Context: an optimization exercise on an open-source flow, tuned for small area. The choices shown serve that exercise and are no tape-out recipe. Function was checked by simulation only, so behaviour that the tests miss may differ from the original. Power and IR drop assume default switching activity.

## design/flow/design.v

```verilog
`timescale 1ns / 1ps
module mm_deb (
    input  clk,
    input  rst,
    input  smp,
    input  b,
    output o
);
    reg [3:0] n;
    reg e;
    wire full = n[3];
    always @(posedge clk or posedge rst) begin
        if (rst) n <= 4'd0;
        else if (smp) n <= b ? (full ? n : n + 4'd1) : 4'd0;
    end
    always @(posedge clk or posedge rst) begin
        if (rst) e <= 1'b0;
        else e <= ~full;
    end
    assign o = ~e & ~full;
endmodule
module mm_dp (
    input clk,
    input rst,
    input run,
    input clear,
    input bs,
    input bm,
    input bh,
    input init12,
    output reg [3:0] m1,
    output reg [3:0] m0,
    output reg [2:0] s1,
    output reg [3:0] s0,
    output reg [2:0] n1,
    output reg [3:0] n0,
    output reg [1:0] h1,
    output reg [3:0] h0,
    output reg t100
);
    reg [8:0] c;
    always @(posedge clk or posedge rst) begin
        if (rst) begin
            c <= 9'd0;
            t100 <= 1'b0;
        end else if (run) begin
            if (c == 9'd499) begin
                c <= 9'd0;
                t100 <= 1'b1;
            end else begin
                c <= c + 9'd1;
                t100 <= 1'b0;
            end
        end else if (clear) begin
            c <= 9'd0;
            t100 <= 1'b0;
        end else begin
            t100 <= 1'b0;
        end
    end
    wire mw = (m1 == 4'd9) && (m0 == 4'd9);
    wire sw = (s1 == 3'd5) && (s0 == 4'd9);
    wire nw = (n1 == 3'd5) && (n0 == 4'd9);
    wire hw = (h1 == 2'd2) && (h0 == 4'd3);
    reg dt, dl, t1s, t1m, t1h;
    wire is = t1s | (~clear & bs);
    wire im = t1m | (~clear & bm);
    wire ih = t1h | (~clear & bh);
    always @(posedge clk or posedge rst) begin
        if (rst) begin
            dt <= 1'b0; dl <= 1'b0;
            m1 <= 4'd0; m0 <= 4'd0; s1 <= 3'd0; s0 <= 4'd0;
            n1 <= 3'd0; n0 <= 4'd0; h1 <= 2'd0; h0 <= 4'd0;
            t1s <= 1'b0; t1m <= 1'b0; t1h <= 1'b0;
        end else if (!dt) begin
            dt <= 1'b1;
            dl <= 1'b1;
        end else begin
            dl <= 1'b0;
            if (dl) begin
                m1 <= 4'd0; m0 <= 4'd0; s1 <= 3'd0; s0 <= 4'd0;
                n1 <= 3'd0; n0 <= 4'd0;
                h1 <= init12 ? 2'd1 : 2'd0;
                h0 <= init12 ? 4'd2 : 4'd0;
                t1s <= 1'b0; t1m <= 1'b0; t1h <= 1'b0;
            end else begin
                t1s <= t100 & mw;
                if (t100) begin
                    if (m0 == 4'd9) begin
                        m0 <= 4'd0;
                        m1 <= (m1 == 4'd9) ? 4'd0 : m1 + 4'd1;
                    end else m0 <= m0 + 4'd1;
                end else if (clear) begin
                    m1 <= 4'd0; m0 <= 4'd0;
                end
                t1m <= is & sw;
                if (is) begin
                    if (s0 == 4'd9) begin
                        s0 <= 4'd0;
                        s1 <= (s1 == 3'd5) ? 3'd0 : s1 + 3'd1;
                    end else s0 <= s0 + 4'd1;
                end else if (clear) begin
                    s1 <= 3'd0; s0 <= 4'd0;
                end
                t1h <= im & nw;
                if (im) begin
                    if (n0 == 4'd9) begin
                        n0 <= 4'd0;
                        n1 <= (n1 == 3'd5) ? 3'd0 : n1 + 3'd1;
                    end else n0 <= n0 + 4'd1;
                end else if (clear) begin
                    n1 <= 3'd0; n0 <= 4'd0;
                end
                if (ih) begin
                    if (hw) begin
                        h1 <= 2'd0; h0 <= 4'd0;
                    end else if (h0 == 4'd9) begin
                        h0 <= 4'd0;
                        h1 <= h1 + 2'd1;
                    end else h0 <= h0 + 4'd1;
                end else if (clear) begin
                    h1 <= 2'd0; h0 <= 4'd0;
                end
            end
        end
    end
endmodule
module top (
    input clk,
    input rst,
    input rx,
    input [3:0] sw_mode,
    input btn_L, btn_R, btn_D, btn_U,
    input echo,
    input dht_in,
    output dht_oe,
    output dht_drv,
    output trig,
    output tx,
    output [3:0] fndCom,
    output [7:0] fndFont
);
    wire sw1 = sw_mode[1];
    reg [5:0] c50;
    reg t50;
    always @(posedge clk or posedge rst) begin
        if (rst) begin
            c50 <= 6'd0; t50 <= 1'b0;
        end else if (c50 == 6'd49) begin
            c50 <= 6'd0; t50 <= 1'b1;
        end else begin
            c50 <= c50 + 6'd1; t50 <= 1'b0;
        end
    end
    reg [2:0] scan;
    always @(posedge clk or posedge rst) begin
        if (rst) scan <= 3'd0;
        else if (t50) scan <= scan + 3'd1;
    end
    reg [1:0] c4;
    reg [3:0] c10;
    reg tus, tms;
    always @(posedge clk or posedge rst) begin
        if (rst) begin
            c4 <= 2'd0; c10 <= 4'd0; tus <= 1'b0; tms <= 1'b0;
        end else begin
            c4 <= c4 + 2'd1;
            tus <= (c4 == 2'd3);
            tms <= (c4 == 2'd3) && (c10 == 4'd9);
            if (c4 == 2'd3) c10 <= (c10 == 4'd9) ? 4'd0 : c10 + 4'd1;
        end
    end
    reg [1:0] bc;
    reg bt;
    always @(posedge clk or posedge rst) begin
        if (rst) begin
            bc <= 2'd0; bt <= 1'b0;
        end else if (bc == 2'd2) begin
            bc <= 2'd0; bt <= 1'b1;
        end else begin
            bc <= bc + 2'd1; bt <= 1'b0;
        end
    end
    wire pL, pR, pD, pU;
    mm_deb dL (.clk(clk), .rst(rst), .smp(t50), .b(btn_L), .o(pL));
    mm_deb dR (.clk(clk), .rst(rst), .smp(t50), .b(btn_R), .o(pR));
    mm_deb dD (.clk(clk), .rst(rst), .smp(t50), .b(btn_D), .o(pD));
    mm_deb dU (.clk(clk), .rst(rst), .smp(t50), .b(btn_U), .o(pU));
    reg rxv;                 
    wire [7:0] rxb;          
    wire [7:0] cu = rxb & 8'hdf;
    reg u_run, u_clear, u_hour, u_min, u_sec, u_mode;
    always @(posedge clk or posedge rst) begin
        if (rst) begin
            u_run <= 1'b0; u_clear <= 1'b0; u_hour <= 1'b0;
            u_min <= 1'b0; u_sec <= 1'b0; u_mode <= 1'b0;
        end else begin
            u_run   <= rxv && (cu == "R");
            u_clear <= rxv && (cu == "C");
            u_hour  <= rxv && (cu == "H");
            u_min   <= rxv && (cu == "M");
            u_sec   <= rxv && (cu == "S");
            u_mode  <= rxv && (cu == "X");
        end
    end
    reg rep;                 
    always @(posedge clk or posedge rst) begin
        if (rst) rep <= 1'b0;
        else if (u_mode) rep <= ~rep;
    end
    reg [1:0] swst;          
    wire i_run = pL | u_run;
    wire i_clr = pR | u_clear;
    always @(posedge clk or posedge rst) begin
        if (rst) swst <= 2'd0;
        else case (swst)
            2'd0: if (i_run) swst <= 2'd1; else if (i_clr) swst <= 2'd2;
            2'd1: if (i_run) swst <= 2'd0;
            2'd2: if (i_clr) swst <= 2'd0;
            default: ;
        endcase
    end
    wire [3:0] wm1, wm0, wn0, ws0, wh0, sm1, sm0, sn0, ss0, sh0;
    wire [2:0] ws1, wn1, ss1, sn1;
    wire [1:0] wh1, sh1;
    wire t100w, t100s;
    mm_dp u_w (
        .clk(clk), .rst(rst & sw1), .run(1'b1), .clear(1'b0),
        .bs((pU | u_sec) & sw1), .bm((pD | u_min) & sw1), .bh((pL | u_hour) & sw1),
        .init12(sw1),
        .m1(wm1), .m0(wm0), .s1(ws1), .s0(ws0), .n1(wn1), .n0(wn0), .h1(wh1), .h0(wh0),
        .t100(t100w));
    mm_dp u_s (
        .clk(clk), .rst(rst & ~sw1), .run((swst == 2'd1) & ~sw1), .clear((swst == 2'd2) & ~sw1),
        .bs(1'b0), .bm(1'b0), .bh(1'b0), .init12(1'b0),
        .m1(sm1), .m0(sm0), .s1(ss1), .s0(ss0), .n1(sn1), .n0(sn0), .h1(sh1), .h0(sh0),
        .t100(t100s));
    wire [3:0] dm1 = sw1 ? wm1 : sm1;
    wire [3:0] dm0 = sw1 ? wm0 : sm0;
    wire [2:0] ds1 = sw1 ? ws1 : ss1;
    wire [3:0] ds0 = sw1 ? ws0 : ss0;
    wire [2:0] dn1 = sw1 ? wn1 : sn1;
    wire [3:0] dn0 = sw1 ? wn0 : sn0;
    wire [1:0] dh1 = sw1 ? wh1 : sh1;
    wire [3:0] dh0 = sw1 ? wh0 : sh0;
    reg [2:0] ust;
    reg trig_r;
    reg [11:0] uw;
    reg [5:0] er;
    reg [2:0] q2;
    reg [3:0] q1, q0;
    reg [1:0] l2;
    reg [3:0] l1, l0;
    wire e_top = (q2 == 3'd5) && (q1 == 4'd6) && (q0 == 4'd4) && (er == 6'd55);   
    wire l_top = (l2 == 2'd2) && (l1 == 4'd5) && (l0 == 4'd5);
    always @(posedge clk or posedge rst) begin
        if (rst) begin
            ust <= 3'd0; trig_r <= 1'b0; uw <= 12'd0;
            er <= 6'd0; q2 <= 3'd0; q1 <= 4'd0; q0 <= 4'd0;
            l2 <= 2'd0; l1 <= 4'd0; l0 <= 4'd0;
        end else begin
            case (ust)
                3'd0: begin
                    uw <= 12'd0;
                    if (sw_mode[2]) ust <= 3'd1;
                end
                3'd1: if (tus) ust <= 3'd2;
                3'd2: begin
                    trig_r <= 1'b1;
                    if (uw == 12'd19) begin
                        ust <= 3'd3; uw <= 12'd0;
                    end else if (tus) uw <= uw + 12'd1;
                end
                3'd3: begin
                    trig_r <= 1'b0;
                    if (echo) begin
                        ust <= 3'd4;
                        er <= 6'd0; q2 <= 3'd0; q1 <= 4'd0; q0 <= 4'd0;
                        l2 <= 2'd0; l1 <= 4'd0; l0 <= 4'd0;
                    end else if (uw == 12'd1999) begin
                        ust <= 3'd0; uw <= 12'd0;
                        er <= 6'd0; q2 <= 3'd0; q1 <= 4'd0; q0 <= 4'd0;
                        l2 <= 2'd0; l1 <= 4'd0; l0 <= 4'd0;
                    end else if (tus) uw <= uw + 12'd1;
                end
                3'd4: begin
                    if (!echo) ust <= 3'd5;
                    else if (tus) begin
                        if (e_top) begin
                            er <= 6'd0; q2 <= 3'd0; q1 <= 4'd0; q0 <= 4'd0;
                            l2 <= 2'd0; l1 <= 4'd0; l0 <= 4'd0;
                        end else if (er == 6'd57) begin
                            er <= 6'd0;
                            if (q0 == 4'd9) begin
                                q0 <= 4'd0;
                                if (q1 == 4'd9) begin
                                    q1 <= 4'd0; q2 <= q2 + 3'd1;
                                end else q1 <= q1 + 4'd1;
                            end else q0 <= q0 + 4'd1;
                            if (l_top) begin
                                l2 <= 2'd0; l1 <= 4'd0; l0 <= 4'd0;
                            end else if (l0 == 4'd9) begin
                                l0 <= 4'd0;
                                if (l1 == 4'd9) begin
                                    l1 <= 4'd0; l2 <= l2 + 2'd1;
                                end else l1 <= l1 + 4'd1;
                            end else l0 <= l0 + 4'd1;
                        end else er <= er + 6'd1;
                    end
                end
                3'd5: if (tus) ust <= 3'd6;
                3'd6: begin
                    if (uw == 12'd2499) ust <= 3'd0;
                    else if (tus) uw <= uw + 12'd1;
                end
                default: ;
            endcase
        end
    end
    assign trig = trig_r;
    wire big = (q2 > 3'd4) ||
               (q2 == 3'd4 && (q1 > 4'd1 ||
               (q1 == 4'd1 && (q0 > 4'd3 ||
               (q0 == 4'd3 && er > 6'd46)))));
    wire [3:0] dd2 = big ? 4'd5 : {1'b0, q2};
    wire [3:0] dd1 = big ? 4'd1 : q1;
    wire [3:0] dd0 = big ? 4'd1 : q0;
    wire [3:0] ld2 = big ? 4'd2 : {2'b0, l2};
    wire [3:0] ld1 = big ? 4'd5 : l1;
    wire [3:0] ld0 = big ? 4'd5 : l0;
    reg [3:0] dst;
    reg r_mcu, io_oe, o_tout, done_r;
    reg [7:0] dcnt;          
    reg [5:0] rcv;           
    reg [1:0] tst;           
    reg [8:0] t10;
    reg go_idle;
    wire start_dht = (dst == 4'd1) & ~io_oe;    
    wire bitv = dcnt[6:0] > 7'd40;
    reg [7:0] db;            
    wire [7:0] dbc = {db[6:0], bitv};
    reg [7:0] dsum;          
    reg [3:0] st_h1, st_h0, st_t1, st_t0;
    reg [1:0] st_hm, st_tm;
    wire [7:0] m100 = (dbc >= 8'd200) ? dbc - 8'd200 : (dbc >= 8'd100) ? dbc - 8'd100 : dbc;
    wire [1:0] d100 = (dbc >= 8'd200) ? 2'd2 : (dbc >= 8'd100) ? 2'd1 : 2'd0;
    wire [3:0] m100_1 = m100 / 10;
    wire [3:0] m100_0 = m100 % 10;
    wire byte_end = (dst == 4'd7) && (rcv[2:0] == 3'd7);
    always @(posedge clk) begin
        if (dst == 4'd7) db <= dbc;
        if (byte_end) begin
            if (!rcv[5]) dsum <= (rcv[4:3] == 2'd0 ? 8'd0 : dsum) + dbc;
            case (rcv[5:3])
                3'd0: begin st_h1 <= m100_1; st_h0 <= m100_0; end
                3'd1: st_hm <= d100;
                3'd2: begin st_t1 <= m100_1; st_t0 <= m100_0; end
                3'd3: st_tm <= d100;
                default: ;
            endcase
        end
    end
    always @(posedge clk or posedge rst) begin
        if (rst) begin
            dst <= 4'd0; r_mcu <= 1'b1; io_oe <= 1'b0; dcnt <= 8'd0; rcv <= 6'd0;
            o_tout <= 1'b0; done_r <= 1'b0;
        end else begin
            done_r <= 1'b0;
            case (dst)
                4'd0: begin
                    r_mcu <= 1'b1; dcnt <= 8'd0; rcv <= 6'd0;
                    if (sw_mode[3]) begin
                        dst <= 4'd1; o_tout <= 1'b0;
                    end
                end
                4'd1: begin
                    io_oe <= 1'b1; r_mcu <= 1'b0;
                    if (tms) begin
                        if (dcnt == 8'd17) begin
                            dcnt <= 8'd0; dst <= 4'd2;
                        end else dcnt <= dcnt + 8'd1;
                    end
                end
                4'd2: begin
                    r_mcu <= 1'b1;
                    if (tus) begin
                        if (dcnt == 8'd29) begin
                            io_oe <= 1'b0; dst <= 4'd3; dcnt <= 8'd0;
                        end else dcnt <= dcnt + 8'd1;
                    end
                end
                4'd3: if (tus & ~dht_in) dst <= 4'd4;
                4'd4: if (tus & dht_in) dst <= 4'd5;
                4'd5: if (tus & ~dht_in) dst <= 4'd6;
                4'd6: begin
                    if (tus) begin
                        if (dht_in) begin
                            dst <= 4'd8; dcnt <= 8'd0;
                        end else if (dcnt == 8'd149) begin
                            dst <= 4'd0; dcnt <= 8'd0; o_tout <= 1'b1;
                        end else dcnt <= dcnt + 8'd1;
                    end
                end
                4'd8: begin
                    if (tus) begin
                        if (!dht_in) dst <= 4'd7;
                        else if (dcnt == 8'd149) begin
                            dst <= 4'd0; dcnt <= 8'd0; o_tout <= 1'b1;
                        end else dcnt <= dcnt + 8'd1;
                    end
                end
                4'd7: begin
                    dcnt <= 8'd0;
                    if (rcv == 6'd39) begin
                        rcv <= 6'd0; dst <= 4'd9;
                    end else begin
                        rcv <= rcv + 6'd1; dst <= 4'd6;
                    end
                end
                4'd9: if (~dht_in & tus) begin
                    dst <= 4'd10; done_r <= 1'b1;
                end
                4'd10: if (go_idle) dst <= 4'd0;
                default: ;
            endcase
        end
    end
    always @(posedge clk or posedge rst) begin
        if (rst) begin
            tst <= 2'd0; t10 <= 9'd0; go_idle <= 1'b0;
        end else case (tst)
            2'd0: begin
                go_idle <= 1'b0;
                if (start_dht) tst <= 2'd1;
            end
            2'd1: begin
                if (tms) begin
                    if (t10 == 9'd499) begin
                        t10 <= 9'd0; tst <= 2'd2;
                    end else t10 <= t10 + 9'd1;
                end
                if (o_tout) tst <= 2'd0;
            end
            2'd2: begin
                go_idle <= 1'b1; tst <= 2'd0;
            end
            default: ;
        endcase
    end
    assign dht_oe = io_oe;
    assign dht_drv = r_mcu;
    reg [3:0] h1d, h0d, t1d, t0d;
    reg [1:0] hmd, tmd;
    reg derr;
    always @(posedge clk or posedge rst) begin
        if (rst) begin
            h1d <= 4'd0; h0d <= 4'd0; t1d <= 4'd0; t0d <= 4'd0;
            hmd <= 2'd0; tmd <= 2'd0; derr <= 1'b0;
        end else if (done_r) begin
            h1d <= st_h1; h0d <= st_h0; t1d <= st_t1; t0d <= st_t0;
            hmd <= st_hm; tmd <= st_tm; derr <= (db != dsum);
        end
    end
    wire dht_bad = derr | o_tout;
    reg [1:0] rs;
    reg [3:0] rc;
    reg [2:0] rdc;
    reg rdone;
    reg [7:0] rbuf;
    always @(posedge clk) begin
        if (rs == 2'd2 && bt && rc == 4'd15) rbuf <= {rx, rbuf[7:1]};
    end
    assign rxb = rbuf;
    always @(posedge clk or posedge rst) begin
        if (rst) begin
            rs <= 2'd0; rc <= 4'd0; rdc <= 3'd0; rdone <= 1'b0; rxv <= 1'b0;
        end else begin
            rdone <= 1'b0;
            rxv <= rdone;
            case (rs)
                2'd0: if (!rx) rs <= 2'd1;
                2'd1: if (bt) begin
                    if (rc == 4'd7) begin
                        rc <= 4'd0; rs <= 2'd2;
                    end else rc <= rc + 4'd1;
                end
                2'd2: if (bt) begin
                    if (rc == 4'd15) begin
                        rc <= 4'd0;
                        rdc <= rdc + 3'd1;
                        if (rdc == 3'd7) rs <= 2'd3;
                    end else rc <= rc + 4'd1;
                end
                2'd3: if (bt) begin
                    if (rc == 4'd15) begin
                        rdone <= 1'b1; rc <= 4'd0; rs <= 2'd0;
                    end else rc <= rc + 4'd1;
                end
            endcase
        end
    end
    reg [3:0] selT, selD;
    reg [4:0] selH;
    reg tick_d;
    always @(posedge clk or posedge rst) begin
        if (rst) begin
            selT <= 4'd0; selD <= 4'd0; selH <= 5'd0; tick_d <= 1'b0;
        end else begin
            tick_d <= t100w;
            if (t100w) begin
                selT <= (selT == 4'd11) ? 4'd0 : selT + 4'd1;
                selD <= (selD == 4'd10) ? 4'd0 : selD + 4'd1;
                selH <= (selH == 5'd24) ? 5'd0 : selH + 5'd1;
            end
        end
    end
    reg [7:0] chT, chD, chH, rep_ch;
    always @(*) begin
        case (selT)
            4'd1: chT = sw1 ? "L" : "W";
            4'd2: chT = 8'h20;
            4'd3: chT = {6'b001100, dh1};
            4'd4: chT = {4'h3, dh0};
            4'd5: chT = 8'h3a;
            4'd6: chT = {5'b00110, dn1};
            4'd7: chT = {4'h3, dn0};
            4'd8: chT = 8'h3a;
            4'd9: chT = {5'b00110, ds1};
            4'd10: chT = {4'h3, ds0};
            4'd11: chT = 8'h0a;
            default: chT = sw1 ? "C" : "S";
        endcase
        case (selD)
            4'd1: chD = "S";
            4'd2: chD = "T";
            4'd3: chD = ":";
            4'd4: chD = " ";
            4'd5: chD = {4'h3, ld2};
            4'd6: chD = {4'h3, ld1};
            4'd7: chD = {4'h3, ld0};
            4'd8: chD = "c";
            4'd9: chD = "m";
            4'd10: chD = 8'h0a;
            default: chD = "D";
        endcase
        case (selH)
            5'd1: chH = 8'h65;
            5'd2: chH = 8'h6d;
            5'd3: chH = 8'h70;
            5'd4: chH = 8'h3a;
            5'd5: chH = 8'h20;
            5'd6: chH = {4'h3, t1d};
            5'd7: chH = {4'h3, t0d};
            5'd8: chH = 8'h2e;
            5'd9: chH = {6'b001100, tmd};
            5'd10: chH = 8'h20;
            5'd11: chH = 8'h68;
            5'd12: chH = 8'h75;
            5'd13: chH = 8'h6d;
            5'd14: chH = 8'h69;
            5'd15: chH = 8'h3a;
            5'd16: chH = 8'h20;
            5'd17: chH = {4'h3, h1d};
            5'd18: chH = {4'h3, h0d};
            5'd19: chH = 8'h2e;
            5'd20: chH = {6'b001100, hmd};
            5'd21: chH = 8'h09;
            5'd22: chH = dht_bad ? 8'h58 : 8'h4f;
            5'd23: chH = dht_bad ? 8'h58 : 8'h4b;
            5'd24: chH = 8'h0a;
            default: chH = 8'h74;
        endcase
        case (sw_mode)
            4'b0100, 4'b0101: rep_ch = chD;
            4'b1000, 4'b1001: rep_ch = chH;
            default: rep_ch = chT;
        endcase
    end
    reg [7:0] fm0, fm1, fm2, fm3;
    reg [1:0] wp, rp;
    reg txd;                 
    wire f_empty = (wp == rp);
    wire f_re = ~txd & ~f_empty;
    wire f_we = rep ? t100w : rxv;
    wire [7:0] f_wd = rep ? rep_ch : rxb;
    reg [7:0] f_head;
    always @(*) begin
        case (rp)
            2'd0: f_head = fm0;
            2'd1: f_head = fm1;
            2'd2: f_head = fm2;
            default: f_head = fm3;
        endcase
    end
    wire [7:0] f_out = f_re ? f_head : 8'h00;
    always @(posedge clk) begin
        if (f_we) begin
            case (wp)
                2'd0: fm0 <= f_wd;
                2'd1: fm1 <= f_wd;
                2'd2: fm2 <= f_wd;
                default: fm3 <= f_wd;
            endcase
        end
    end
    always @(posedge clk or posedge rst) begin
        if (rst) begin
            wp <= 2'd0; rp <= 2'd0;
        end else begin
            if (f_we) wp <= wp + 2'd1;
            if (f_re) rp <= rp + 2'd1;
        end
    end
    wire tx_start = rep ? (f_re & tick_d) : ~f_empty;
    reg [2:0] ts;
    reg txr;
    reg [2:0] tbc;
    reg [3:0] ttc;
    reg [7:0] tdat;
    always @(posedge clk) begin
        if (ts == 3'd0 && tx_start) tdat <= f_out;
    end
    always @(posedge clk or posedge rst) begin
        if (rst) begin
            ts <= 3'd0; txr <= 1'b1; txd <= 1'b0; tbc <= 3'd0; ttc <= 4'd0;
        end else case (ts)
            3'd0: begin
                txr <= 1'b1; txd <= 1'b0;
                if (tx_start) ts <= 3'd1;
            end
            3'd1: if (bt) ts <= 3'd2;
            3'd2: begin
                txd <= 1'b1; txr <= 1'b0;
                if (bt) begin
                    if (ttc == 4'd15) begin
                        tbc <= 3'd0; ttc <= 4'd0; ts <= 3'd3;
                    end else ttc <= ttc + 4'd1;
                end
            end
            3'd3: begin
                txr <= tdat[tbc];
                if (bt) begin
                    if (ttc == 4'd15) begin
                        ttc <= 4'd0;
                        if (tbc == 3'd7) ts <= 3'd4;
                        else tbc <= tbc + 3'd1;
                    end else ttc <= ttc + 4'd1;
                end
            end
            3'd4: begin
                txr <= 1'b1;
                if (bt) begin
                    if (ttc == 4'd15) begin
                        ts <= 3'd0; ttc <= 4'd0;
                    end else ttc <= ttc + 4'd1;
                end
            end
            default: ;
        endcase
    end
    assign tx = txr;
    wire dot = (dm1 >= 4'd5);
    reg [4:0] code_ws, code_mh, code_d, code_t, code_h, code;
    always @(*) begin
        case (scan)
            3'd0: begin code_ws = {1'b0, dm0}; code_mh = {1'b0, dn0}; end
            3'd1: begin code_ws = {1'b0, dm1}; code_mh = {2'b0, dn1}; end
            3'd2: begin code_ws = {1'b0, ds0}; code_mh = {1'b0, dh0}; end
            3'd3: begin code_ws = {2'b0, ds1}; code_mh = {3'b0, dh1}; end
            3'd6: begin code_ws = dot ? 5'h0a : 5'h0f; code_mh = dot ? 5'h0a : 5'h0f; end
            default: begin code_ws = 5'h0f; code_mh = 5'h0f; end
        endcase
        case (scan)
            3'd0: code_d = {1'b0, dd0};
            3'd1: code_d = {1'b0, dd1};
            3'd2: code_d = {1'b0, dd2};
            3'd3: code_d = 5'h17;
            3'd7: code_d = 5'h0a;
            default: code_d = 5'h0f;
        endcase
        case (scan)
            3'd0: begin code_t = {3'b0, tmd}; code_h = {3'b0, hmd}; end
            3'd1: begin code_t = {1'b0, t0d}; code_h = {1'b0, h0d}; end
            3'd2: begin code_t = {1'b0, t1d}; code_h = {1'b0, h1d}; end
            3'd3: begin code_t = 5'h13; code_h = 5'h16; end
            3'd5: begin code_t = 5'h0a; code_h = 5'h0a; end
            default: begin code_t = 5'h0f; code_h = 5'h0f; end
        endcase
        case ({sw_mode[3:2], sw_mode[0]})
            3'b001: code = code_mh;
            3'b010: code = code_d;
            3'b100: code = code_t;
            3'b101: code = code_h;
            default: code = code_ws;
        endcase
    end
    reg [7:0] seg;
    always @(*) begin
        case (code)
            5'h00: seg = 8'hc0;
            5'h01: seg = 8'hf9;
            5'h02: seg = 8'ha4;
            5'h03: seg = 8'hb0;
            5'h04: seg = 8'h99;
            5'h05: seg = 8'h92;
            5'h06: seg = 8'h82;
            5'h07: seg = 8'hf8;
            5'h08: seg = 8'h80;
            5'h09: seg = 8'h90;
            5'h0a: seg = 8'h7f;
            5'h0b: seg = 8'h83;
            5'h0c: seg = 8'hc6;
            5'h0d: seg = 8'ha1;
            5'h0e: seg = 8'h86;
            5'h10: seg = 8'h86;
            5'h11: seg = 8'h8f;
            5'h12: seg = 8'h0f;
            5'h13: seg = 8'h87;
            5'h14: seg = 8'ha3;
            5'h15: seg = 8'he3;
            5'h16: seg = 8'h89;
            5'h17: seg = 8'ha1;
            default: seg = 8'hff;
        endcase
    end
    assign fndFont = seg;
    assign fndCom = ~(4'b0001 << scan[1:0]);
endmodule
```

## design/flow/run.sh

```bash
#!/bin/bash
# synth_recipe.tcl (not shown) runs the flow's synth.tcl, then flattens the netlist and writes it again
# the make line also repeats each setting of config.mk as NAME=value (left out here)
make -C /OpenROAD-flow-scripts/flow DESIGN_CONFIG=/design/flow/config.mk WORK_HOME=/design/flow/orfs CLKGATE_MAP_FILE= SYNTH_SCRIPT=/design/flow/synth_recipe.tcl finish
```

## design/flow/config.mk

```make
export PLATFORM = sky130hd
export DESIGN_NAME = top
export DESIGN_NICKNAME = top
export VERILOG_FILES = /design/flow/design.v
export SDC_FILE = /design/flow/constraint.sdc
export NUM_CORES = 4
export LEC_CHECK = 0
export CAP_MARGIN = 20
export CORE_MARGIN = 2
export CORE_UTILIZATION = 40
export SLEW_MARGIN = 20
```

## design/flow/constraint.sdc

```tcl
create_clock -name core_clock -period 110.0 [get_ports {clk}]
set_input_delay 22.0000 -clock core_clock [delete_from_list [all_inputs] [get_ports {clk}]]
set_output_delay 22.0000 -clock core_clock [all_outputs]
set_load 0.01 [all_outputs]
```

==> summary.txt <==
==> power breakdown <==
group          switching (mW)  internal, mW  total [mW]  leakage, nW
Clock                  0.0561        0.0851       0.141        0.685
Combinational          0.0334        0.0249      0.0583         4.65
Sequential             0.0139         0.145       0.159         4.37
==> worst reg2reg max path, stage by stage, from the launching register on <==
cell	delay, ns
edfxtp_1	0.57
inv_1	0.22
ha_1	0.24
nor2b_1	0.27
nor2_1	0.14
a211oi_2	0.39
mux2i_1	0.40
nor2_1	0.14
ha_1	0.23
nor3_1	0.40
a21oi_1	0.15
ha_1	0.35
a2111oi_4	0.26
nor2_1	0.11
a211oi_2	0.37
mux2i_1	0.47
nor3_1	0.15
maj3_1	0.37
a311oi_2	0.30
o21a_4	0.21
a21oi_2	0.06
a221o_1	0.30
==> cell usage in the layout, fill, tap and decap left out, types with 39 or more instances in the layout <==
cell / instances
nand2_1: 256
nor2b_1: 39
inv_1: 119
o21ai_0: 209
edfxtp_1: 84
mux2_2: 55
clkbuf_16: 41
ha_1: 114
nand3_1: 67
dfrtp_1: 273
nor2_1: 206
a21oi_1: 132
nor3_1: 53
==> final timing paths <==
kind / slack, ns / from / endpoint
setup / recovery: 62.09 / sw_mode[1] / fndFont[5]
hold / removal: 0.36 / rdone$_DFF_PP0_ / rxv$_DFF_PP0_
setup reg to reg: 103.66 / db[2]$_DFFE_PP_ / st_h0[1]$_DFFE_PP_
hold reg to reg: 0.36 / rdone$_DFF_PP0_ / rxv$_DFF_PP0_
max in group asynchronous: 86.38 / rst / rcv[0]$_DFFE_PP0P_
min in group asynchronous: 22.08 / sw_mode[1] / u_w.s0[2]$_DFFE_PP0P_
==> cells by family after synthesis <==
logic type / Yosys count / share of synthesized area, %
AOI/OAI and AO/OA: 626 / 19.2
xor gates and xnor gates: 60 / 2.49
other: 1 / 0.0178
buffers and inverters: 215 / 4.13
adders and majority gates: 116 / 6.90
and+or+nand+nor: 789 / 17.7
DFF: 359 / 44.6
muxes: 93 / 4.91
==> per-layer routing <==
| metal | track usage (%) | wire (µm) | part of all wire [%] | vias up |
|---|---|---|---|---|
| met5 | 0 | 0 | 0 | - |
| met4 | 6.70 | 1540 | 3.1 | 0 |
| met3 | 2.89 | 2280 | 4.5 | 89 |
| met2 | 31.1 | 23800 | 47 | 394 |
| met1 | 25.1 | 22700 | 45 | 8047 |
| li1 | - | - | - | 8151 |
==> layout make-up <==
class | instances | area [µm²] | area share (%)
multi-input cells | 1686 | 10800 | 46.5
flip-flops and latches | 359 | 9410 | 40.3
clock buffers | 50 | 1090 | 4.67
well taps | 688 | 861 | 3.69
inverters | 125 | 478 | 2.05
repair buffers | 36 | 335 | 1.44
clock inverters | 24 | 312 | 1.34
==> registers in the layout, indices dropped and copies added, names as in the netlist, 5 cells and up <==
| signal | count |
|---|---|
| u_s.c | 9 |
| fm2 | 8 |
| fm3 | 8 |
| u_w.c | 9 |
| dcnt | 8 |
| fm0 | 8 |
| selH | 5 |
| tdat | 8 |
| db | 8 |
| er | 6 |
| rbuf | 8 |
| rcv | 6 |
| dsum | 8 |
| c50 | 6 |
| uw | 12 |
| t10 | 9 |
| fm1 | 8 |
==> results.py <==
metrics = {
    "clock_network": {
        "cts_tree": "yes",
        "max-clock-path-buffers": 3,
        "root_buffer": "clkbuf_16",
        "clkTransAtPathRegs_ns": 0.06,
        "htreeDepth": 2,
        "holdBufCountCts": 0,
        "post_cts_resized": 0,
        "clock-sinks": 359,
        "worstSkewPairLatency_ns": 0.58,
        "cts_buffers": 40,
        "post-cts-setup-buffers": 0,
    },
    "finish": {
        "diodes": 0,
        "fin_nets": 2376,
        "fin_util_pct": 44.6,
        "area_delta_synth_final_pct": 10.5,
        "fillers": 4972,
        "design_area_mm2": 0.0233,
        "drive_above_1_share_pct": 8.11,
        "finalNonFillerCells": 2968,
    },
    "floorplanning": {
        "dieHeight_um": 234,
        "die_w_um": 234,
        "coreArea_mm2": 0.0523,
        "io_pins": 29,
        "initial_utilization_pct": 40.3,
        "rows": 84,
        "die_area_mm2": 0.0546,
    },
    "sta": {
        "fin_ws_ns": 62.09,
        "rsz0062_at_grt": "no",
        "setup_viol": 0,
        "hold_ws_ns": 0.355,
        "relSlewSlack_pct": 24.1,
        "hold_violations": 0,
        "worst_pin_slew_ns": 1.13,
        "period_needed_ns": 47.91,
        "max_freq_mhz": 20.9,
        "tns_ns": 0,
        "clock_skew_ns": 0.0184,
        "fin_crit_sh_pct": 43.6,
        "drv_slew": 0,
    },
    "synth": {
        "synth_top_area_share_pct": 32.4,
        "synth.avg_cell_area_um2": 9.34,
        "synth_area_mm2": 0.0211,
        "yosys-top-cells-area": "dfrtp_1 (32%), edfxtp_1 (12%), ha_1 (6.8%)",
        "async_flop_share_pct": 76.6,
        "synth-seq-cells": 359,
        "yosysMostFrequentCell": "dfrtp_1",
        "synth.largest_area_cell": "dfrtp_1",
        "synthTopCellsByCount": "dfrtp_1 (273), nand2_1 (258), o21ai_0 (209), nor2_1 (206), a21oi_1 (132)",
        "ys_types": 106,
        "ys_seq_area_share_pct": 44.6,
        "syn_inst": 2259,
        "yosysWarnings": 3,
        "synth_flop_cell": "dfrtp_1",
        "synth_edf_count": 84,
    },
    "run_status": {
        "outcome": "complete, no violations",
    },
    "placed_design": {
        "placed_cell_area_mm2": 0.0219,
        "pre_cts_ws_ns": 62.14,
        "dp_hpwl_um": 36300,
        "portBuffers": 28,
        "place.gp.congestion": 0.919,
        "dp_cells": 2894,
    },
    "setup_path": {
        "reg2regPathDepth": 21,
        "crit_path_end_kind": "output port",
        "critPathRequiredTime_ns": 88.00,
        "slowest_delay_ns": 0.80,
        "crit_chain": "buf_2, mux2_2, nand2_1, o21ai_0, o32a_1, o211ai_1, inv_1, ha_1, nor2_1, a211oi_1, or3_1, clkdlybuf4s50_1",
        "critPathTopFamily": "buffers and inverters",
        "crit_cells": 12,
        "cp.buffers_inverters": 3,
        "start_kind": "primary input",
        "crit_type": "in2out",
        "cp.arrival_ns": 25.91,
        "critPathSlowestCell": "buf_2",
        "cp_max_fo": 43,
    },
    "global_route": {
        "grt_usage_pct": 18.8,
        "grt-ovfl-total": 0,
        "grt_pass1_vias": 16100,
        "grt_max_degree": 129,
        "grt_pass1_wl_um": 84000,
        "antenna_found_initial": 0,
    },
    "routing": {
        "drt-initial-drc-count": 1119,
        "vias_per_cell": 5.62,
        "drc": 0,
        "wl_per_cell_um": 17.0,
        "dr.pass1.iters": 5,
        "antenna_left": 0,
        "via_count": 16700,
        "finalWirelength_um": 50300,
    },
    "job": {
        "maxCapViolations": 0,
    },
    "worst_hold_path": {
        "hp-class": "reg2reg",
        "worstHoldPathCells": 0,
    },
    "power": {
        "p_leak_nw": 9.71,
        "ir_worst_vdd_v": 0.0000102,
        "total_power_mw": 0.358,
        "p_per_area_mw_per_mm2": 15.4,
    },
}

-- re-timing with driven ports --
The results above use ideal ports. As a check the final layout listed here was re-extracted and re-timed, cells and wires unchanged.
Step 1: set_driving_cell puts a clkbuf_16 on clk and a buf_2 on each other input, an assumption about the parent block.
Step 2 moves the port delays by t, midway between the first and last clock arrival at a register: inputs arrive t later, outputs are due t later. That takes back most of the time a late clock gives input paths.
Three values: ideal ports, drivers, drivers and shift; two values: the first two.
t, ns: 0.624
setup slack, ns: 62.087 / 62.044 / 62.044
worst setup path at the end: input to output
clock arrival spread, ns: 0.020 / 0.020
slew at the worst register clock pin (ns): 0.06 / 0.06
After both steps this run still meets setup and hold. For this run, drivers alone change the setup slack by -0.043 ns; drivers and shift together by -0.043 ns.
